This is an optimization exercise on Yosys and OpenROAD, whose aim is small area, not a production implementation.
RTL that was checked went through simulation tests only; none was proved equivalent to the original.
For runs 2 to 5, only the layout was checked, not whether the RTL still works.
No activity file was given, so power comes from the tool's default toggle rates.

--- flow/run.sh ---
#!/bin/bash
# synth_recipe.tcl (not shown) runs the flow's synth.tcl, then flattens the netlist and writes it again
# the make line also repeats each setting of config.mk as NAME=value (left out here)
make -C /OpenROAD-flow-scripts/flow DESIGN_CONFIG=/design/flow/config.mk WORK_HOME=/design/flow/orfs CLKGATE_MAP_FILE= SYNTH_SCRIPT=/design/flow/synth_recipe.tcl finish
--- flow/config.mk ---
export PLATFORM = sky130hd
export DESIGN_NAME = i2s
export DESIGN_NICKNAME = i2s
export VERILOG_FILES = /design/flow/design.v
export SDC_FILE = /design/flow/constraint.sdc
export NUM_CORES = 4
export LEC_CHECK = 0
export CAP_MARGIN = 20
export CORE_MARGIN = 2
export CORE_UTILIZATION = 40
export SLEW_MARGIN = 20
--- flow/constraint.sdc ---
create_clock -name core_clock -period 10.0 [get_ports {bck_i}]
set_input_delay 2.0000 -clock core_clock [delete_from_list [all_inputs] [get_ports {bck_i}]]
set_output_delay 2.0000 -clock core_clock [all_outputs]
set_load 0.01 [all_outputs]
--- flow/design.v ---
module i2s(
    input               rst_i,
    input               mck_i,
    input               lrck_i,
    input               bck_i,
    input               data_i,
    output              mck_o,
    output              lrck_o,
    output              data_o,
    output reg          sdo,
    output reg          sync
);
assign  mck_o = mck_i;
assign  lrck_o = lrck_i;
assign  data_o = data_i;
reg     lr1;
reg     d0;
always @(negedge bck_i) begin
    lr1 <= rst_i & lrck_i;
    d0 <= data_i;
end
reg         lr2;
reg [6:0]   dl;
reg [31:0]  sh;
reg [4:0]   cnt;     
reg [1:0]   m;       
wire start = lr1 ^ lr2;
wire pu = &m;
wire dbit = pu | (~|m & sh[31]);
wire [2:0] k = cnt[2:0];
wire cbit = pu ? (k == 3'd5 || k == 3'd6) : (k == 3'd4 || (k == 3'd7 && !lr1));
always @(posedge bck_i) begin
    lr2 <= lr1;
    dl <= {dl[5:0], d0};
    if (cnt[4])
        sh <= {sh[30:0], dl[6] ^ ~|cnt[3:0]};
    if (!rst_i || start)
        cnt <= 5'd8;
    else if (cnt[4] || cnt[3])
        cnt <= cnt + 5'd1;
    if (!rst_i)
        m <= 2'd3;
    else if (start && m != 2'd0)
        m <= m - 2'd1;
    if (rst_i) begin
        if (start)
            sync <= 1'b0;
        else begin
            sync <= ~(cnt[4] | cnt[3]);
            sdo <= cnt[4] ? dbit : (cnt[3] & cbit);
        end
    end
end
endmodule
==> flow_summary.json, run 1 <==
{
  "status": "finished clean",
  "critPathKind": "primary input to flip-flop",
  "yosysSeqAreaShare": 0.7947,
  "slew_headroom": 0.7170,
  "drv_cap": 0,
  "track_usage": 0.1006,
  "hold_class": "flip-flop to flip-flop",
  "ys_warn_count": 1,
  "hold-path-cell-count": 0,
  "vias": 779,
  "crit_chain": "clkdlybuf4s50_1 > and2_1",
  "die_x_um": 69.44,
  "postCtsHoldBufs": 0,
  "grt_pass1_vias": 739,
  "p_per_area_nw_per_um2": 185.7,
  "reg2reg_to": "sdo",
  "grt_max_degree": 38,
  "dieArea_um2": 4822,
  "cp_data_required_time_ns": 5.24,
  "clockBufferDepth": 2,
  "crit_path_top_delay_cell": "clkdlybuf4s50_1",
  "layout-drive-gt1-share": 0.1026,
  "worst_skew_pair.late_latency_ns": 0.35,
  "post_drt_wl_per_cell_um": 13.25,
  "rsz0062_at_grt": "false",
  "power.leakage_nw": 0.6944,
  "finalNonFillerCells": 167,
  "r2r_slack_ns": 3.84,
  "cp_max_fo": 6,
  "worst-slew-pin-transition_ns": 0.4246,
  "die_h_um": 69.44,
  "numPortBuffers": 7,
  "area_delta_synth_final_pct": 12.05,
  "ir_drop_v": 0.00008969,
  "synth_area_leaders": "edfxtp_1 (60%), dfxtp_1 (20%), ha_1 (5.1%)",
  "finalHoldViolations": 0,
  "ios": 10,
  "p_sw_w": 0.00007387,
  "skew_ns": 0.06059,
  "crit_family": "buffers and inverters",
  "core_um2": 4058,
  "min_to": "dl[6]",
  "clkTransAtPathRegs_ns": 0.09,
  "finalMaxSlewViolations": 0,
  "vias_per_cell": 4.665,
  "drc_errors": 0,
  "cts_buffers": 5,
  "yosysTopAreaCell": "edfxtp_1",
  "grt_pass1_wl_mm": 3.622,
  "cp.arrival_ns": 2.73,
  "synthCells": 103,
  "hold_path_startpoint": "dl[5]",
  "synth_top_cell_area_share": 0.5961,
  "fin_nets": 128,
  "drtAntennaViolNets": 0,
  "comb_power_share": 0.037,
  "syn_area_per_cell_um2": 16.63,
  "cts_resized": 0,
  "p_sw_frac": 0.2073,
  "htreeDepth": 2,
  "r2r_cells": 3,
  "postCtsSetupRepairBufs": 0,
  "cts.sinks": 51,
  "initial_core_util": 0.4221,
  "p_int_w": 0.0002825,
  "setup_tns_ns": 0,
  "fin_area_um2": 1919,
  "end_kind": "flip-flop",
  "setup_viol": 0,
  "holdWs_ns": 0.3250,
  "startpoint_type": "primary input",
  "diodes": 0,
  "p_clk_frac": 0.322,
  "drtPass1Iterations": 4,
  "dp.cells": 158,
  "drt-initial-drc-count": 64,
  "synth_cell_types": 24,
  "place_congestion": 0.8867,
  "timing.rr.start": "lr1",
  "grt_antenna_before_repair": 0,
  "seqPwrFrac": 0.641,
  "hpwl_mm": 1.372,
  "dpl_cell_area_um2": 1831,
  "totalWireLength_mm": 2.213,
  "netlist_area_um2": 1713,
  "max_stage_delay_ns": 0.52,
  "syn_nets": 115,
  "std_cell_rows": 23,
  "clockRootBuffer": "clkbuf_8",
  "grt_remaining_overflow": 0,
  "synth_seq_cells": 51,
  "cts_tree": "done",
  "synth-edff-count": 34,
  "synth_ff_type": "edfxtp_1",
  "async_flop_share": 0,
  "critical_path_buf_inv_count": 1
}
==> power groups by stage <==
stage                     Sequential [W]    Clock, W  Combinational [W]
after floorplan                 0.000233  0.00000188         0.00000904
after global placement          0.000233  0.00000188          0.0000126
after detailed placement        0.000233  0.00000188          0.0000131
after CTS                       0.000229    0.000120          0.0000133
after global routing            0.000229    0.000127          0.0000154
final                           0.000229    0.000115          0.0000132
==> per-layer routing <==
layer  up-vias  routed length (um)  GRT usage
li1        388                   -          -
met1       368                1060     0.1340
met2        17                 998     0.1378
met3         6                 118    0.04942
met4         0                  36    0.04575
met5         -                   0          0
==> flip-flops by register name (all words and copies together) (netlist names) <==
| name | flops |
|---|---|
| sh | 32 |
| lr1 | 1 |
| sync | 1 |
| cnt | 5 |
| dl | 7 |
| d0 | 1 |
| m | 2 |
| lr2 | 1 |
| sdo | 1 |
==> through the flow <==
| stage | total power [W] | setup WS [ns] | util |
|---|---|---|---|
| 2_1_floorplan | 0.0002439 | 2.760 | - |
| 3_3_place_gp | 0.0002477 | 2.192 | 0.4511 |
| 3_5_place_dp | 0.0002484 | 2.153 | 0.4511 |
| 4_1_cts | 0.0003615 | 2.514 | 0.4730 |
| 5_1_grt | 0.0003719 | 2.494 | 0.4730 |
| 6_report | 0.0003564 | 2.512 | 0.4730 |
==> cell usage in the layout, fill, tap and decap left out, types with 3 or more instances in the layout <==
cell type / netlist / final
clkdlybuf4s50_1: 0 / 7
edfxtp_1: 34 / 34
nand2_1: 3 / 3
nand3_1: 5 / 5
inv_1: 7 / 8
clkbuf_8: 0 / 5
dfxtp_1: 17 / 17
a21oi_1: 4 / 4
ha_1: 7 / 7
o21ai_0: 5 / 5
==> kinds of logic (layout without fill, tap and decap cells) <==
| kind of cell | Yosys count | after routing | share of synthesized area |
|---|---|---|---|
| flops | 51 | 51 | 0.7947 |
| simple gates | 19 | 19 | 0.05990 |
| compound gates | 12 | 12 | 0.04091 |
| buf+inv | 10 | 24 | 0.02849 |
| fa+ha+maj | 7 | 7 | 0.05113 |
| xor+xnor | 4 | 4 | 0.02484 |
==> layout make-up <==
class | count | area (um^2)
clock buffer | 5 | 68.82
multi-input combinational | 42 | 302.8
fill | 340 | 2138
tap | 50 | 62.56
clock inverter | 5 | 23.77
inverter | 6 | 22.52
sequential | 51 | 1361
timing repair buffer | 8 | 77.57
==> cells in the mapped netlist, drive strengths merged, types with 2 or more instances <==
cell / number
nand3: 5
dfxtp: 17
a21oi: 4
inv: 7
buf: 3
edfxtp: 34
and2: 2
ha: 7
o21ai: 5
xnor2: 3
nor2: 3
nand2: 4
==> how the worst max path moves through the flow <==
stage	from	endpoint	cells after the start
after floorplan	rst_i	lr1	1
after global placement	rst_i	lr1	2
after detailed placement	rst_i	lr1	2
after CTS	rst_i	lr1	2
after global routing	rst_i	lr1	2
final	rst_i	lr1	2
==> run 2: changes to the inputs <==
==> flow/design.v (replaced) <==
module i2s(
    input               rst_i,
    input               mck_i,
    input               lrck_i,
    input               bck_i,
    input               data_i,
    output              mck_o,
    output              lrck_o,
    output              data_o,
    output reg          sdo,
    output reg          sync
);
assign  mck_o = mck_i;
assign  lrck_o = lrck_i;
assign  data_o = data_i;
reg     lr1;
reg     d0;
always @(negedge bck_i) begin
    lr1 <= rst_i & lrck_i;
    d0 <= data_i;
end
reg         lr2;
reg [6:0]   dl;
reg [31:0]  sh;
reg [1:0]   ph;      
reg [2:0]   k;       
reg [1:0]   m;       
wire start = lr1 ^ lr2;
wire load = !rst_i || start;
wire k7 = &k;
wire dbit = m[0] & (m[1] | sh[31]);
wire pu = m[1] & m[0];
wire cbit = k[2] & (pu ? (k[1] ^ k[0]) : (~k[1] & ~k[0]) | (k[1] & k[0] & ~lr1));
always @(posedge bck_i) begin
    lr2 <= lr1;
    dl <= {dl[5:0], d0};
    if (ph[1])
        sh <= {sh[30:0], dl[6] ^ (~ph[0] & ~|k)};
    if (load) begin
        k <= 3'd0;
        ph <= 2'b01;
    end
    else begin
        k <= {k[2] ^ (k[1] & k[0]), k[1] ^ k[0], ~k[0]};
        ph <= {ph[1] ^ (k7 & ph[0]), ph[0] ^ (k7 & (ph[1] | ph[0]))};
    end
    if (!rst_i)
        m <= 2'b11;
    else if (start)
        m <= {m[1] & m[0], ~m[1]};
    if (rst_i) begin
        sync <= ~(start | ph[1] | ph[0]);
        sdo <= ph[1] ? dbit : (ph[0] & cbit);
    end
end
endmodule
==> flow/flow/run.sh (new file) <==
#!/bin/bash
# Standard layout, with small port buffers and a lighter clock tree.
set -euo pipefail
export BUFFER_PORTS_ARGS="-buffer_cell sky130_fd_sc_hd__buf_1"
export CTS_ARGS="-repair_clock_nets -dont_use_dummy_load -buf_list sky130_fd_sc_hd__clkbuf_8 -root_buf sky130_fd_sc_hd__clkbuf_8 -wire_unit 200 -sink_clustering_enable -sink_clustering_size 30 -sink_clustering_max_diameter 200"
bash standard.sh > standard.log 2>&1
==> flow/standard.sh (new file) <==
#!/bin/bash
# synth_recipe.tcl (not shown) runs the flow's synth.tcl, then flattens the netlist and writes it again
# the make line also repeats each setting of config.mk as NAME=value (left out here)
make -C /OpenROAD-flow-scripts/flow DESIGN_CONFIG=/design/flow/config.mk WORK_HOME=/design/flow/orfs CLKGATE_MAP_FILE= SYNTH_SCRIPT=/design/flow/synth_recipe.tcl "${@:-finish}"
removed: flow/run.sh
==> run 2 against run 1 <==
  * Setup slack better by 0.33 ns
  * Hold slack better by 0.0054 ns
  * Critical endpoint unchanged
  * Sequential power hardly changed
  * Largest cell class unchanged
==> flow_summary.json, run 2 <==
{
  "yosysSeqAreaShare": 0.8493,
  "top_register": "sh",
  "fin_area_um2": 1749,
  "synth_top_cell_area_share": 0.6370,
  "ir_drop_v": 0.0001111,
  "clkTransAtPathRegs_ns": 0.07,
  "final_cell_mix": "edfxtp_1 (34), dfxtp_1 (17), nand2_1 (7), buf_1 (7), inv_1 (6)",
  "grt_remaining_overflow": 0,
  "dpl_cell_area_um2": 1677,
  "grt_antenna_before_repair": 0,
  "end_kind": "flip-flop",
  "ys_warn_count": 1,
  "cts_buffers": 5,
  "max_stage_delay_ns": 0.27,
  "ios": 10,
  "layout_commonest_cell": "edfxtp_1",
  "slew_headroom": 0.7570,
  "dieArea_um2": 4529,
  "cp.arrival_ns": 2.45,
  "startpoint_type": "primary input",
  "area_delta_synth_final_pct": 9.134,
  "drv_cap": 0,
  "clockRootBuffer": "clkbuf_8",
  "track_usage": 0.1060,
  "place_congestion": 0.6940,
  "setup_viol": 0,
  "clockBufferDepth": 2,
  "cts_tree": "done",
  "vias_per_cell": 4.554,
  "cp_max_fo": 9,
  "synth_commonest_cells": "edfxtp_1 (34), dfxtp_1 (17), nand2_1 (7)",
  "crit_chain": "buf_1 > and2_1",
  "hold_class": "flip-flop to flip-flop",
  "syn_nets": 95,
  "crit_path_top_delay_cell": "buf_1",
  "setup_tns_ns": 0,
  "worst_skew_pair.late_latency_ns": 0.35,
  "async_flop_share": 0,
  "synth_cell_types": 17,
  "grt_pass1_wl_mm": 3.194,
  "totalWireLength_mm": 1.829,
  "postCtsHoldBufs": 0,
  "vias": 674,
  "std_cell_rows": 23,
  "top_regs": "sh (32), dl (7), k (3)",
  "fin_nets": 108,
  "numPortBuffers": 7,
  "syn_area_per_cell_um2": 18.42,
  "synthCells": 87,
  "grt_max_degree": 29,
  "hpwl_mm": 1.086,
  "synth-edff-count": 34,
  "synth_ff_type": "edfxtp_1",
  "drtAntennaViolNets": 0,
  "worst-slew-pin-transition_ns": 0.3641,
  "die_h_um": 67.30,
  "initial_core_util": 0.4095,
  "fill_cells": 359,
  "critPathKind": "primary input to flip-flop",
  "synth_seq_cells": 51,
  "postCtsSetupRepairBufs": 0,
  "htreeDepth": 2,
  "cts.sinks": 51,
  "largest_register_ffs": 32,
  "rsz0062_at_grt": "false",
  "finalMaxSlewViolations": 0,
  "drtPass1Iterations": 4,
  "drt-initial-drc-count": 57,
  "synth.most_common_cell": "edfxtp_1",
  "netlist_area_um2": 1603,
  "status": "finished clean",
  "finalHoldViolations": 0,
  "power.leakage_nw": 0.6059,
  "diodes": 0,
  "layout-drive-gt1-share": 0.1020,
  "core_um2": 3914,
  "cp_data_required_time_ns": 5.29,
  "p_per_area_nw_per_um2": 193.4,
  "post_drt_wl_per_cell_um": 12.36,
  "drc_errors": 0,
  "yosysTopAreaCell": "edfxtp_1",
  "critical_path_buf_inv_count": 1,
  "synth_area_leaders": "edfxtp_1 (64%), dfxtp_1 (21%), ha_1 (2.3%)",
  "cts_resized": 0,
  "skew_ns": 0.05792,
  "crit_family": "buffers and inverters",
  "die_x_um": 67.30,
  "grt_pass1_vias": 663
}
[run 2: cell count changes after synthesis, moves of 2 or more]
cell / change
a21oi_1: -4
and3_2: +2
ha_1: -4
inv_1: -2
nand2_1: +4
nand3_1: -5
o2111ai_1: +2
o21ai_0: -3
[run 2: layout make-up]
cell class / count / area [um^2] / share of cell area
Timing Repair Buffer: 8 / 33.78 / 0.01931
Sequential cell: 51 / 1361 / 0.7783
Inverter: 4 / 15.01 / 0.008584
Multi-Input combinational cell: 28 / 200.2 / 0.1144
Clock inverter: 2 / 7.507 / 0.004292
Tap cell: 50 / 62.56 / 0.03577
Clock buffer: 5 / 68.82 / 0.03934
[run 2: final timing paths]
kind               from  endpoint  slack, ns  cells past startpoint
setup reg to reg    lr1       sdo       3.87                      3
hold / removal    dl[5]     dl[6]       0.33                      0
hold reg to reg   dl[5]     dl[6]       0.33                      0
setup / recovery  rst_i       lr1       2.84                      2
[run 2: cells by family after synthesis]
group | after synthesis | share of synthesized area
flops | 51 | 0.8493
compound gates | 7 | 0.03201
buf+inv | 8 | 0.02576
xor+xnor | 3 | 0.02108
simple gates | 15 | 0.04840
fa+ha+maj | 3 | 0.02342
[run 2: per-stage QoR]
| stage | hold slack (ns) | setup slack, ns | std cells | utilization | power [W] |
|---|---|---|---|---|---|
| 2_1_floorplan | 0.3096 | 2.760 | 87 | - | 0.0002405 |
| 3_3_place_gp | 0.3117 | 2.516 | 142 | 0.4284 | 0.0002422 |
| 3_5_place_dp | 0.3157 | 2.494 | 142 | 0.4284 | 0.0002426 |
| 4_1_cts | 0.3325 | 2.851 | 148 | 0.4469 | 0.0003431 |
| 5_1_grt | 0.3384 | 2.802 | 148 | 0.4469 | 0.0003535 |
| 6_report | 0.3304 | 2.840 | 148 | 0.4469 | 0.0003383 |
[run 2: power breakdown]
group	switching, W	internal [W]
Sequential	0.00000243	0.000226
Clock	0.0000563	0.0000461
Combinational	0.00000405	0.00000332
[run 2: per-layer routing]
metal	GRT usage	part of all wire	vias up
li1	-	-	331
met1	0.1361	0.50	323
met2	0.1349	0.41	13
met3	0.04000	0.049	7
met4	0.09949	0.043	0
met5	0	0	-
==> run 3: changes to the inputs <==
==> flow/flow/run.sh (replaced) <==
#!/bin/bash
# Standard layout, with small port buffers and a lighter clock tree.
set -euo pipefail
export BUFFER_PORTS_ARGS="-buffer_cell sky130_fd_sc_hd__buf_1"
export CTS_ARGS="-sink_clustering_enable -repair_clock_nets -dont_use_dummy_load"
bash standard.sh > standard.log 2>&1
==> run 3 against run 2 <==
  * First-iteration DRC count is the same
  * Clock skew stayed put
  * Final cell count did not move
  * Area after synthesis is the same
  * Register-to-register slack hardly changed
  * Critical path type unchanged
  * Largest cell class unchanged
==> flow_summary.json, run 3 <==
{
  "yosysTopAreaCell": "edfxtp_1",
  "vias": 674,
  "dieArea_um2": 4529,
  "clkTransAtPathRegs_ns": 0.07,
  "area_delta_synth_final_pct": 9.134,
  "drt-initial-drc-count": 57,
  "place_congestion": 0.6940,
  "track_usage": 0.1060,
  "htreeDepth": 2,
  "power.leakage_nw": 0.6059,
  "syn_area_per_cell_um2": 18.42,
  "cts_resized": 0,
  "ir_drop_v": 0.0001111,
  "postCtsHoldBufs": 0,
  "die_x_um": 67.30,
  "rsz0062_at_grt": "false",
  "setup_tns_ns": 0,
  "top_regs": "sh (32), dl (7), k (3)",
  "yosysSeqAreaShare": 0.8493,
  "ys_warn_count": 1,
  "p_per_area_nw_per_um2": 193.4,
  "finalMaxSlewViolations": 0,
  "top_register": "sh",
  "finalHoldViolations": 0,
  "std_cell_rows": 23,
  "max_stage_delay_ns": 0.27,
  "drv_cap": 0,
  "grt_antenna_before_repair": 0,
  "crit_family": "buffers and inverters",
  "p_clk_frac": 0.303,
  "totalWireLength_mm": 1.829,
  "cp_data_required_time_ns": 5.29,
  "seqPwrFrac": 0.675,
  "slew_headroom": 0.7570,
  "synth_cell_types": 17,
  "hpwl_mm": 1.086,
  "end_kind": "flip-flop",
  "worst_skew_pair.late_latency_ns": 0.35,
  "synthAdderAreaFrac": 0.02342,
  "drtAntennaViolNets": 0,
  "cts_tree": "done",
  "synth_top_family_by_area": "simple AND/OR/NAND/NOR gates",
  "skew_ns": 0.05792,
  "p_sw_frac": 0.1856,
  "p_sw_w": 0.00006280,
  "ios": 10,
  "grt_pass1_wl_mm": 3.194,
  "netlist_area_um2": 1603,
  "async_flop_share": 0,
  "initial_core_util": 0.4095,
  "core_um2": 3914,
  "setup_viol": 0,
  "grt_pass1_vias": 663,
  "cp.arrival_ns": 2.45,
  "synth_area_leaders": "edfxtp_1 (64%), dfxtp_1 (21%), ha_1 (2.3%)",
  "crit_path_top_delay_cell": "buf_1",
  "fin_area_um2": 1749,
  "comb_power_share": 0.022,
  "synthMuxAreaShare": 0,
  "hold_class": "flip-flop to flip-flop",
  "synth-xor-area-share": 0.02108,
  "clockRootBuffer": "clkbuf_8",
  "critical_path_buf_inv_count": 1,
  "fin_nets": 108,
  "status": "finished clean",
  "worst-slew-pin-transition_ns": 0.3641,
  "cts.sinks": 51,
  "crit_chain": "buf_1 > and2_1",
  "startpoint_type": "primary input",
  "postCtsSetupRepairBufs": 0,
  "p_int_w": 0.0002755,
  "cts_buffers": 5,
  "post_drt_wl_per_cell_um": 12.36,
  "diodes": 0,
  "synth_seq_cells": 51,
  "synth-simple-area-share": 0.04840,
  "syn_nets": 95,
  "clockBufferDepth": 2,
  "cp_max_fo": 9,
  "largest_register_ffs": 32,
  "synth.most_common_cell": "edfxtp_1",
  "vias_per_cell": 4.554,
  "drtPass1Iterations": 4,
  "layout-drive-gt1-share": 0.1020,
  "final_cell_mix": "edfxtp_1 (34), dfxtp_1 (17), nand2_1 (7), buf_1 (7), inv_1 (6)",
  "synth_ff_type": "edfxtp_1",
  "numPortBuffers": 7,
  "grt_max_degree": 29,
  "synth_top_cell_area_share": 0.6370,
  "die_h_um": 67.30,
  "layout_commonest_cell": "edfxtp_1",
  "dpl_cell_area_um2": 1677,
  "drc_errors": 0,
  "critPathKind": "primary input to flip-flop",
  "grt_remaining_overflow": 0,
  "synth-compound-area-share": 0.03201,
  "synthCells": 87,
  "synth-edff-count": 34,
  "synth_commonest_cells": "edfxtp_1 (34), dfxtp_1 (17), nand2_1 (7)"
}
run 3: cell counts after synthesis:
No cell type changed its count.
run 3: path summary, 6_finish.rpt:
path | startpoint | end | slack, ns | cells past startpoint
worst min register to register | dl[5] | dl[6] | 0.33 | 0
worst max-delay path | rst_i | lr1 | 2.84 | 2
worst min-delay path | dl[5] | dl[6] | 0.33 | 0
worst max register to register | lr1 | sdo | 3.87 | 3
run 3: power groups by stage:
stage	logic, W	clock network [W]	registers [W]
finish	0.00000738	0.000102	0.000229
global route	0.00000885	0.000116	0.000229
floorplan	0.00000589	0.00000188	0.000233
CTS	0.00000751	0.000107	0.000228
global placement	0.00000733	0.00000188	0.000233
detailed placement	0.00000748	0.00000188	0.000233
run 3: logic make-up (layout without fill, tap and decap cells):
kind of cell	Yosys count	count (layout)
XOR/XNOR	3	3
flip-flops	51	51
buffers and inverters	8	19
AO/OA/AOI/OAI	7	7
adder cells (fa/ha/maj)	3	3
AND/OR/NAND/NOR	15	15
run 3: layer usage:
layer  track usage  wire length [um]
met5             0                 0
met4       0.09949                79
met3       0.04000                89
met2        0.1349               745
met1        0.1361               914
run 3: area by class of cell:
class | instances | area (um^2)
Tap cell | 50 | 62.56
Timing Repair Buffer | 8 | 33.78
Multi-Input combinational cell | 28 | 200.2
Sequential cell | 51 | 1361
Inverter | 4 | 15.01
Clock inverter | 2 | 7.507
Clock buffer | 5 | 68.82
Fill cell | 359 | 2165
run 3: through the flow:
step                      utilization  instances  worst slack [ns]  power [W]  hold WS, ns
after detailed placement       0.4284        142             2.494  0.0002426       0.3157
after floorplan                     -         87             2.760  0.0002405       0.3096
after global routing           0.4469        148             2.802  0.0003535       0.3384
after CTS                      0.4469        148             2.851  0.0003431       0.3325
final                          0.4469        148             2.840  0.0003383       0.3304
after global placement         0.4284        142             2.516  0.0002422       0.3117
==> run 4: changes to the inputs <==
==> flow/flow/run.sh (replaced) <==
#!/bin/bash
# Standard layout, with small port buffers and a lighter clock tree.
set -euo pipefail
export BUFFER_PORTS_ARGS="-buffer_cell sky130_fd_sc_hd__buf_1"
export CTS_ARGS="-repair_clock_nets -dont_use_dummy_load -buf_list sky130_fd_sc_hd__clkbuf_8 -root_buf sky130_fd_sc_hd__clkbuf_8 -wire_unit 100 -sink_clustering_enable -sink_clustering_size 20"
bash standard.sh > standard.log 2>&1
==> run 4 against run 3 <==
  * Still clean
  * Clock power about the same
  * Via count decreased by 1.2%
  * Register-to-register slack about the same
  * Critical path depth unchanged
  * Combinational power about the same
  * Synthesized cell count unchanged
  * Hold slack improved by 0.00084 ns
  * Core utilization unchanged
  * Sequential power about the same
  * Area after synthesis unchanged
  * Final area unchanged
  * Critical path type unchanged
==> flow_summary.json, run 4 <==
{
  "skew_ns": 0.06176,
  "drv_cap": 0,
  "final_cell_mix": "edfxtp_1 (34), dfxtp_1 (17), nand2_1 (7), buf_1 (7), inv_1 (6)",
  "grt_max_degree": 29,
  "power.leakage_nw": 0.6059,
  "totalWireLength_mm": 1.779,
  "slew_headroom": 0.7573,
  "place_congestion": 0.6940,
  "htreeDepth": 2,
  "holdWs_ns": 0.3312,
  "grt_antenna_before_repair": 0,
  "cp.arrival_ns": 2.45,
  "diodes": 0,
  "hold_class": "flip-flop to flip-flop",
  "clkTransAtPathRegs_ns": 0.07,
  "synth_top_cell_area_share": 0.6370,
  "fin_nets": 108,
  "synth_ff_type": "edfxtp_1",
  "finalHoldViolations": 0,
  "async_flop_share": 0,
  "top_register": "sh",
  "largest_register_ffs": 32,
  "die_x_um": 67.30,
  "synth.most_common_cell": "edfxtp_1",
  "syn_nets": 95,
  "vias_per_cell": 4.500,
  "hpwl_mm": 1.086,
  "synth-edff-count": 34,
  "initial_core_util": 0.4095,
  "cts.sinks": 51,
  "drtAntennaViolNets": 0,
  "ios": 10,
  "synth_cell_types": 17,
  "synth_commonest_cells": "edfxtp_1 (34), dfxtp_1 (17), nand2_1 (7)",
  "synth_area_leaders": "edfxtp_1 (64%), dfxtp_1 (21%), ha_1 (2.3%)",
  "netlist_area_um2": 1603,
  "cts_buffers": 5,
  "track_usage": 0.09950,
  "setup_ws_ns": 2.830,
  "rsz0062_at_grt": "false",
  "yosysTopAreaCell": "edfxtp_1",
  "clockBufferDepth": 2,
  "cts_tree": "done",
  "postCtsSetupRepairBufs": 0,
  "startpoint_type": "primary input",
  "worst-slew-pin-transition_ns": 0.3635,
  "finalMaxSlewViolations": 0,
  "cp_max_fo": 9,
  "std_cell_rows": 23,
  "synthCells": 87,
  "fill_cells": 356,
  "syn_area_per_cell_um2": 18.42,
  "pre_cts_ws_ns": 2.494,
  "crit_family": "buffers and inverters",
  "crit_chain": "buf_1 > and2_1",
  "grt_pass1_wl_mm": 3.125,
  "grt_remaining_overflow": 0,
  "synth_seq_cells": 51,
  "max_stage_delay_ns": 0.27,
  "drc_errors": 0,
  "post_drt_wl_per_cell_um": 12.02,
  "setup_tns_ns": 0,
  "cts_resized": 0,
  "clockRootBuffer": "clkbuf_8",
  "p_per_area_nw_per_um2": 192.1,
  "critPathKind": "primary input to flip-flop",
  "layout-drive-gt1-share": 0.1020,
  "die_h_um": 67.30,
  "core_um2": 3914,
  "postCtsHoldBufs": 0,
  "layout_commonest_cell": "edfxtp_1",
  "vias": 666,
  "end_kind": "flip-flop",
  "drtPass1Iterations": 4,
  "dieArea_um2": 4529,
  "setup_viol": 0,
  "crit_path_top_delay_cell": "buf_1",
  "worst_skew_pair.late_latency_ns": 0.34,
  "yosysSeqAreaShare": 0.8493,
  "status": "finished clean",
  "critical_path_buf_inv_count": 1,
  "top_regs": "sh (32), dl (7), k (3)",
  "area_delta_synth_final_pct": 9.134,
  "grt_pass1_vias": 654,
  "ir_drop_v": 0.0001186,
  "ys_warn_count": 1,
  "drt-initial-drc-count": 47,
  "cp_data_required_time_ns": 5.28,
  "numPortBuffers": 7
}
-- run 4: cell counts in the layout (fill, tap and decap cells not counted) --
Identical to the previous run, type by type.
-- run 4: cell type report --
| class | instances | area (um^2) | area share |
|---|---|---|---|
| clock inverters | 2 | 7.507 | 0.004292 |
| clock buffers | 5 | 68.82 | 0.03934 |
| well taps | 50 | 62.56 | 0.03577 |
| repair buffers | 8 | 33.78 | 0.01931 |
| flip-flops and latches | 51 | 1361 | 0.7783 |
| inverters | 4 | 15.01 | 0.008584 |
| multi-input cells | 28 | 200.2 | 0.1144 |
-- run 4: path summary, 6_finish.rpt --
| path | startpoint | endpoint | slack (ns) | cells after the start |
|---|---|---|---|---|
| worst max-delay path | rst_i | lr1 | 2.83 | 2 |
| worst min-delay path | dl[5] | dl[6] | 0.33 | 0 |
| worst max register to register | lr1 | sdo | 3.87 | 3 |
| worst min register to register | dl[5] | dl[6] | 0.33 | 0 |
-- run 4: kinds of logic after synthesis --
kind of cell | count (synthesis) | synth area share
buffers and inverters | 8 | 0.02576
adders and majority gates | 3 | 0.02342
DFF | 51 | 0.8493
and+or+nand+nor | 15 | 0.04840
xor gates and xnor gates | 3 | 0.02108
AOI/OAI and AO/OA | 7 | 0.03201
-- run 4: where the power goes --
part / switching (W) / internal [W] / total, W / leakage (nW)
sequential: 0.00000242 / 0.000226 / 0.000229 / 0.450
combinational: 0.00000406 / 0.00000332 / 0.00000738 / 0.110
clock: 0.0000541 / 0.0000461 / 0.000100 / 0.0466
-- run 4: worst register-to-register path, stage by stage, from the launching register on --
cell and delay, ns:
dfxtp_1 0.39, inv_1 0.06, a221oi_1 0.25, o21ai_0 0.13
-- run 4: through the flow --
step                instances  total power, W  instance area (um^2)  utilization
CTS                       148       0.0003401                  1749       0.4469
finish                    148       0.0003361                  1749       0.4469
global placement          142       0.0002422                  1677       0.4284
floorplan                  87       0.0002405                  1603            -
detailed placement        142       0.0002426                  1677       0.4284
global route              148       0.0003515                  1749       0.4469
-- run 4: layer usage --
| layer | GRT usage | wire length, um |
|---|---|---|
| met2 | 0.1361 | 756 |
| met1 | 0.1350 | 918 |
| met5 | 0 | 0 |
| met4 | 0.05357 | 21 |
| met3 | 0.04000 | 82 |
==> run 5: changes to the inputs <==
==> flow/flow/run.sh (replaced) <==
#!/bin/bash
# Standard layout, with small port buffers and a lighter clock tree.
set -euo pipefail
export BUFFER_PORTS_ARGS="-buffer_cell sky130_fd_sc_hd__buf_1"
export CTS_ARGS="-repair_clock_nets -dont_use_dummy_load -buf_list sky130_fd_sc_hd__clkbuf_16 -root_buf sky130_fd_sc_hd__clkbuf_16 -wire_unit 200 -sink_clustering_enable -sink_clustering_size 60 -sink_clustering_max_diameter 500"
bash standard.sh > standard.log 2>&1
==> run 5 against run 4 <==
  * Still clean
  * Wire length rose by 3.3%
  * First-iteration DRC count grew 6.4%
  * Sequential power about the same
  * Critical path type unchanged
  * Critical endpoint unchanged
==> flow_summary.json, run 5 <==
{
  "postCtsHoldBufs": 0,
  "area_delta_synth_final_pct": 12.65,
  "clkTransAtPathRegs_ns": 0.05,
  "cts_buffers": 5,
  "largest_register_ffs": 32,
  "finalMaxSlewViolations": 0,
  "postCtsSetupRepairBufs": 0,
  "initial_core_util": 0.4095,
  "die_x_um": 67.30,
  "p_per_area_nw_per_um2": 214.5,
  "synth_seq_cells": 51,
  "synthCells": 87,
  "critPathKind": "primary input to flip-flop",
  "yosysSeqAreaShare": 0.8493,
  "status": "finished clean",
  "fin_nets": 108,
  "end_kind": "flip-flop",
  "place_congestion": 0.6940,
  "layout_commonest_cell": "edfxtp_1",
  "worst_skew_pair.late_latency_ns": 0.35,
  "startpoint_type": "primary input",
  "drv_cap": 0,
  "synth.most_common_cell": "edfxtp_1",
  "syn_nets": 95,
  "diodes": 0,
  "cp_data_required_time_ns": 5.29,
  "cp_max_fo": 9,
  "critical_path_buf_inv_count": 1,
  "vias_per_cell": 4.554,
  "synth_cell_types": 17,
  "skew_ns": 0.07115,
  "hold_class": "flip-flop to flip-flop",
  "cts_tree": "done",
  "crit_chain": "buf_1 > and2_1",
  "setup_tns_ns": 0,
  "globalRouteMet2Util": 0.1436,
  "grt_use_met3": 0.06000,
  "vias": 674,
  "final_core_utilization": 0.4613,
  "synth_top_cell_area_share": 0.6370,
  "syn_area_per_cell_um2": 18.42,
  "synth_area_leaders": "edfxtp_1 (64%), dfxtp_1 (21%), ha_1 (2.3%)",
  "die_h_um": 67.30,
  "r2r_slack_ns": 3.86,
  "top_usage_layer": "met2",
  "layout-drive-gt1-share": 0.1020,
  "rsz0062_at_grt": "false",
  "hold_path_startpoint": "dl[5]",
  "clockRootBuffer": "clkbuf_16",
  "crit_path_top_delay_cell": "buf_1",
  "drtPass1Iterations": 4,
  "pre_cts_ws_ns": 2.494,
  "path_depth": 2,
  "reg2reg_to": "sdo",
  "min_to": "dl[6]",
  "cp.arrival_ns": 2.45,
  "netlist_area_um2": 1603,
  "track_usage": 0.1084,
  "synth_commonest_cells": "edfxtp_1 (34), dfxtp_1 (17), nand2_1 (7)",
  "async_flop_share": 0,
  "synth_ff_type": "edfxtp_1",
  "hold-path-cell-count": 0,
  "grt_antenna_before_repair": 0,
  "crit_family": "buffers and inverters",
  "dieArea_um2": 4529,
  "core_um2": 3914,
  "yosysTopAreaCell": "edfxtp_1",
  "std_cell_rows": 23,
  "r2r_cells": 3,
  "final_cell_mix": "edfxtp_1 (34), dfxtp_1 (17), nand2_1 (7), buf_1 (7), inv_1 (6)",
  "top_register": "sh",
  "grt_remaining_overflow": 0,
  "grt_max_degree": 29,
  "finalNonFillerCells": 148,
  "numPortBuffers": 7,
  "ios": 10,
  "max_stage_delay_ns": 0.28,
  "grt_pass1_wl_mm": 3.243,
  "power.leakage_nw": 0.6315,
  "dp.cells": 142,
  "clockBufferDepth": 2,
  "fin_area_um2": 1805,
  "totalWireLength_mm": 1.838,
  "htreeDepth": 2,
  "slew_headroom": 0.7444,
  "grt_pass1_vias": 659,
  "worst-slew-pin-transition_ns": 0.3829,
  "hpwl_mm": 1.086,
  "finalHoldViolations": 0,
  "grtUsageMet1": 0.1326,
  "timing.rr.start": "lr1",
  "drtAntennaViolNets": 0,
  "ys_warn_count": 1,
  "cts_resized": 0,
  "synth-edff-count": 34,
  "setup_ws_ns": 2.836,
  "dpl_cell_area_um2": 1677,
  "setup_viol": 0,
  "top_regs": "sh (32), dl (7), k (3)",
  "cts.sinks": 51,
  "post_drt_wl_per_cell_um": 12.42,
  "ir_drop_v": 0.0001049,
  "drc_errors": 0,
  "drt-initial-drc-count": 50
}
run 5: routing by layer:
metal / vias up / share of wire / wire (um)
li1: 333 / - / -
met3: 7 / 0.053 / 97
met1: 324 / 0.49 / 901
met2: 10 / 0.42 / 772
met4: 0 / 0.036 / 66
met5: - / 0 / 0
run 5: power by group:
part           switching, W   total (W)  internal (W)
sequential       0.00000239    0.000229      0.000226
clock             0.0000617    0.000151     0.0000893
combinational    0.00000407  0.00000740    0.00000333
run 5: how the worst max path moves through the flow:
stage | from | to | slack (ns)
CTS | rst_i | lr1 | 2.85
floorplan | rst_i | lr1 | 2.76
detailed placement | rst_i | lr1 | 2.49
global placement | rst_i | lr1 | 2.52
finish | rst_i | lr1 | 2.84
global route | rst_i | lr1 | 2.80
run 5: kinds of logic (layout without fill, tap and decap cells):
group	after synthesis	after routing	share of synthesized area
AOI/OAI and AO/OA	7	7	0.03201
xor gates and xnor gates	3	3	0.02108
adders and majority gates	3	3	0.02342
buffers and inverters	8	19	0.02576
DFF	51	51	0.8493
and+or+nand+nor	15	15	0.04840
run 5: stage by stage:
step	hold slack, ns	total power (W)
6_report	0.3265	0.0003872
4_1_cts	0.3283	0.0003924
3_5_place_dp	0.3157	0.0002426
2_1_floorplan	0.3096	0.0002405
3_3_place_gp	0.3117	0.0002422
5_1_grt	0.3331	0.0004033
run 5: cell type report:
class / count / area, um^2
clock inverter: 2 / 7.507
inverter: 4 / 15.01
timing repair buffer: 8 / 33.78
fill: 352 / 2108
clock buffer: 5 / 125.1
tap: 50 / 62.56
multi-input combinational: 28 / 200.2
sequential: 51 / 1361
==> run 6: changes to the inputs <==
==> flow/design.v (replaced) <==
module i2s(
    input               rst_i,
    input               mck_i,
    input               lrck_i,
    input               bck_i,
    input               data_i,
    output              mck_o,
    output              lrck_o,
    output              data_o,
    output reg          sdo,
    output reg          sync
);
assign  mck_o = mck_i;
assign  lrck_o = lrck_i;
assign  data_o = data_i;
reg     lr1;
reg     d0;
always @(negedge bck_i) begin
    lr1 <= rst_i & lrck_i;
    d0 <= data_i;
end
localparam [1:0] CMD = 2'd0, D1 = 2'd2, D2 = 2'd3, IDLE = 2'd1;
localparam [7:0] FB = 8'b01001011;
reg         lr2;
reg [6:0]   dl;
reg [31:0]  sh;
reg [1:0]   ph;
reg [2:0]   k;       
reg         f;
wire start = lr1 ^ lr2;
wire load = !rst_i || start;
wire trans = k == 3'd7;     
wire data = ph == D1 || ph == D2;
wire pu = f & ~lr1;
wire dbit = f ? ~lr1 : sh[31];
wire cbit = pu ? (k == 3'd1 || k == 3'd3)
               : (k == 3'd0 || (trans && !lr1));
always @(posedge bck_i) begin
    lr2 <= lr1;
    dl <= {dl[5:0], d0};
    if (data)
        sh <= {sh[30:16], sh[15] & ~f, sh[14:0], dl[6] ^ (ph == D1 && k == 3'd6)};
    if (load) begin
        k <= 3'd6;
        ph <= CMD;
    end
    else begin
        k <= {k[1:0], FB[k]};
        if (trans)
            case (ph)
                CMD: ph <= D1;
                D1: ph <= D2;
                D2: ph <= IDLE;
                default: ph <= IDLE;
            endcase
    end
    if (!rst_i)
        f <= 1'b1;
    else if (start && !lr1)
        f <= 1'b0;
    if (rst_i) begin
        sync <= !start && ph == IDLE;
        sdo <= data ? dbit : (ph == CMD && cbit);
    end
end
endmodule
==> flow/run.sh (new file) <==
#!/bin/bash
# synth_recipe.tcl (not shown) runs the flow's synth.tcl, then flattens the netlist and writes it again
# the make line also repeats each setting of config.mk as NAME=value (left out here)
make -C /OpenROAD-flow-scripts/flow DESIGN_CONFIG=/design/flow/config.mk WORK_HOME=/design/flow/orfs CLKGATE_MAP_FILE= SYNTH_SCRIPT=/design/flow/synth_recipe.tcl finish
removed: flow/flow/run.sh
removed: flow/standard.sh
==> run 6 against run 5 <==
  * Still clean on timing, DRC and antenna
  * Combinational power rose by 100%
  * Synthesized cell count fell by 3.4%
  * Final area fell by 1.9%
  * Setup slack got worse by 0.29 ns
  * Final cell count fell by 2.0%
  * Via count fell by 1.8%
  * Largest cell class unchanged
==> flow_summary.json, run 6 <==
{
  "hold_class": "flip-flop to flip-flop",
  "end_kind": "flip-flop",
  "die_x_um": 66.13,
  "vias": 662,
  "async_flop_share": 0,
  "critPathKind": "primary input to flip-flop",
  "setup_tns_ns": 0,
  "hold_path_startpoint": "dl[3]",
  "cp_data_required_time_ns": 5.24,
  "synth_cell_types": 21,
  "cts_resized": 0,
  "totalWireLength_mm": 1.792,
  "ios": 10,
  "hpwl_mm": 1.060,
  "dieArea_um2": 4373,
  "highest_layer": "met4",
  "drt-initial-drc-count": 66,
  "max_stage_delay_ns": 0.50,
  "min_to": "dl[4]",
  "htreeDepth": 2,
  "grt_pass1_wl_mm": 2.904,
  "grt_max_degree": 38,
  "startpoint_type": "primary input",
  "r2r_cells": 3,
  "grt_antenna_before_repair": 0,
  "setup_ws_ns": 2.545,
  "netlist_area_um2": 1544,
  "synth_seq_cells": 50,
  "top_register": "sh",
  "finalMaxSlewViolations": 0,
  "drc_errors": 0,
  "crit_chain": "clkdlybuf4s50_1 > and2_1",
  "status": "finished clean",
  "setup_viol": 0,
  "finalHoldViolations": 0,
  "synth_top_cell_area_share": 0.6613,
  "cp.arrival_ns": 2.69,
  "final_cell_mix": "edfxtp_1 (34), dfxtp_1 (16), clkdlybuf4s50_1 (7)",
  "top_regs": "sh (32), dl (7), k (3)",
  "synth_area_leaders": "edfxtp_1 (66%), dfxtp_1 (21%), buf_4 (1.5%)",
  "worst_skew_pair.late_latency_ns": 0.35,
  "cp_max_fo": 5,
  "postCtsSetupRepairBufs": 0,
  "power.leakage_nw": 0.6177,
  "yosysTopAreaCell": "edfxtp_1",
  "layout-drive-gt1-share": 0.09278,
  "fin_nets": 102,
  "pre_cts_ws_ns": 2.188,
  "critical_path_buf_inv_count": 1,
  "grt_pass1_vias": 622,
  "drtPass1Iterations": 4,
  "reg2reg_to": "sync",
  "track_usage": 0.09587,
  "grt_remaining_overflow": 0,
  "vias_per_cell": 4.566,
  "slew_headroom": 0.7103,
  "clockBufferDepth": 2,
  "synth.most_common_cell": "edfxtp_1",
  "regArea_um2": 1341,
  "numPortBuffers": 7,
  "post_drt_wl_per_cell_um": 12.36,
  "crit_path_top_delay_cell": "clkdlybuf4s50_1",
  "area_delta_synth_final_pct": 14.67,
  "crit_family": "buffers and inverters",
  "synth-edff-count": 34,
  "largest_register_ffs": 32,
  "syn_area_per_cell_um2": 18.38,
  "wl_met3_um": 88,
  "worst-slew-pin-transition_ns": 0.4345,
  "synth_ff_type": "edfxtp_1",
  "hold-path-cell-count": 0,
  "dpl_cell_area_um2": 1655,
  "timing.rr.start": "lr1",
  "place_congestion": 0.7769,
  "synth_commonest_cells": "edfxtp_1 (34), dfxtp_1 (16), inv_1 (4), nor2_1 (4), buf_4 (3)",
  "clockRootBuffer": "clkbuf_8",
  "r2r_slack_ns": 3.83,
  "synthCells": 84,
  "fin_area_um2": 1770,
  "wl_met2_um": 749,
  "cts.sinks": 50,
  "initial_core_util": 0.4186,
  "layout_commonest_cell": "edfxtp_1",
  "drtAntennaViolNets": 0,
  "core_um2": 3689,
  "syn_nets": 90,
  "fill_cells": 320,
  "drt-met1-wl_um": 932,
  "clkTransAtPathRegs_ns": 0.09,
  "drv_cap": 0,
  "p_per_area_nw_per_um2": 215.0,
  "ir_drop_v": 0.0001144,
  "std_cell_rows": 22,
  "skew_ns": 0.05444,
  "ys_warn_count": 1,
  "multi_input_area_um2": 161.4,
  "rsz0062_at_grt": "false",
  "cts_buffers": 5,
  "die_h_um": 66.13,
  "cts_tree": "done",
  "yosysSeqAreaShare": 0.8687,
  "diodes": 0,
  "postCtsHoldBufs": 0,
  "startpoint": "rst_i"
}
## run 6: area by class of cell
| type | instances | share of cell area |
|---|---|---|
| multi-input cells | 26 | 0.09117 |
| repair buffers | 8 | 0.04382 |
| inverters | 3 | 0.006360 |
| well taps | 48 | 0.03392 |
| clock buffers | 6 | 0.05300 |
| flip-flops and latches | 50 | 0.7576 |
| clock inverters | 4 | 0.01413 |
## run 6: cells by family (layout without fill, tap and decap cells)
logic type | count (synthesis) | count (layout) | share of synthesized area
xor+xnor | 2 | 2 | 0.01135
buf+inv | 8 | 21 | 0.02674
compound gates | 7 | 7 | 0.02917
fa+ha+maj | 1 | 1 | 0.008102
simple gates | 16 | 16 | 0.05591
flops | 50 | 50 | 0.8687
## run 6: how the worst max path moves through the flow
stage                to  slack, ns  cells past startpoint
floorplan           lr1       2.76                      1
global placement    lr1       2.22                      2
detailed placement  lr1       2.19                      2
CTS                 lr1       2.55                      2
global route        lr1       2.55                      2
finish              lr1       2.54                      2
## run 6: metal layers
layer | vias up | track usage
met5 | - | 0
met4 | 0 | 0.03827
met3 | 3 | 0.05281
met2 | 12 | 0.1300
met1 | 323 | 0.1270
li1 | 324 | -
## run 6: power breakdown
part | switching [W] | leakage [nW] | total, W | internal, W
Sequential | 0.00000387 | 0.444 | 0.000235 | 0.000231
Clock | 0.0000648 | 0.0672 | 0.000131 | 0.0000662
Combinational | 0.00000816 | 0.106 | 0.0000150 | 0.00000686
Total | 0.0000768 | 0.618 | 0.000381 | 0.000304
## run 6: stage by stage
stage,util,std cells,total power [W],hold slack [ns]
finish,0.4800,145,0.0003807,0.3345
global route,0.4800,145,0.0003985,0.3491
CTS,0.4800,145,0.0003866,0.3372
detailed placement,0.4488,136,0.0002565,0.3151
global placement,0.4488,136,0.0002557,0.3136
floorplan,-,84,0.0002506,0.3096
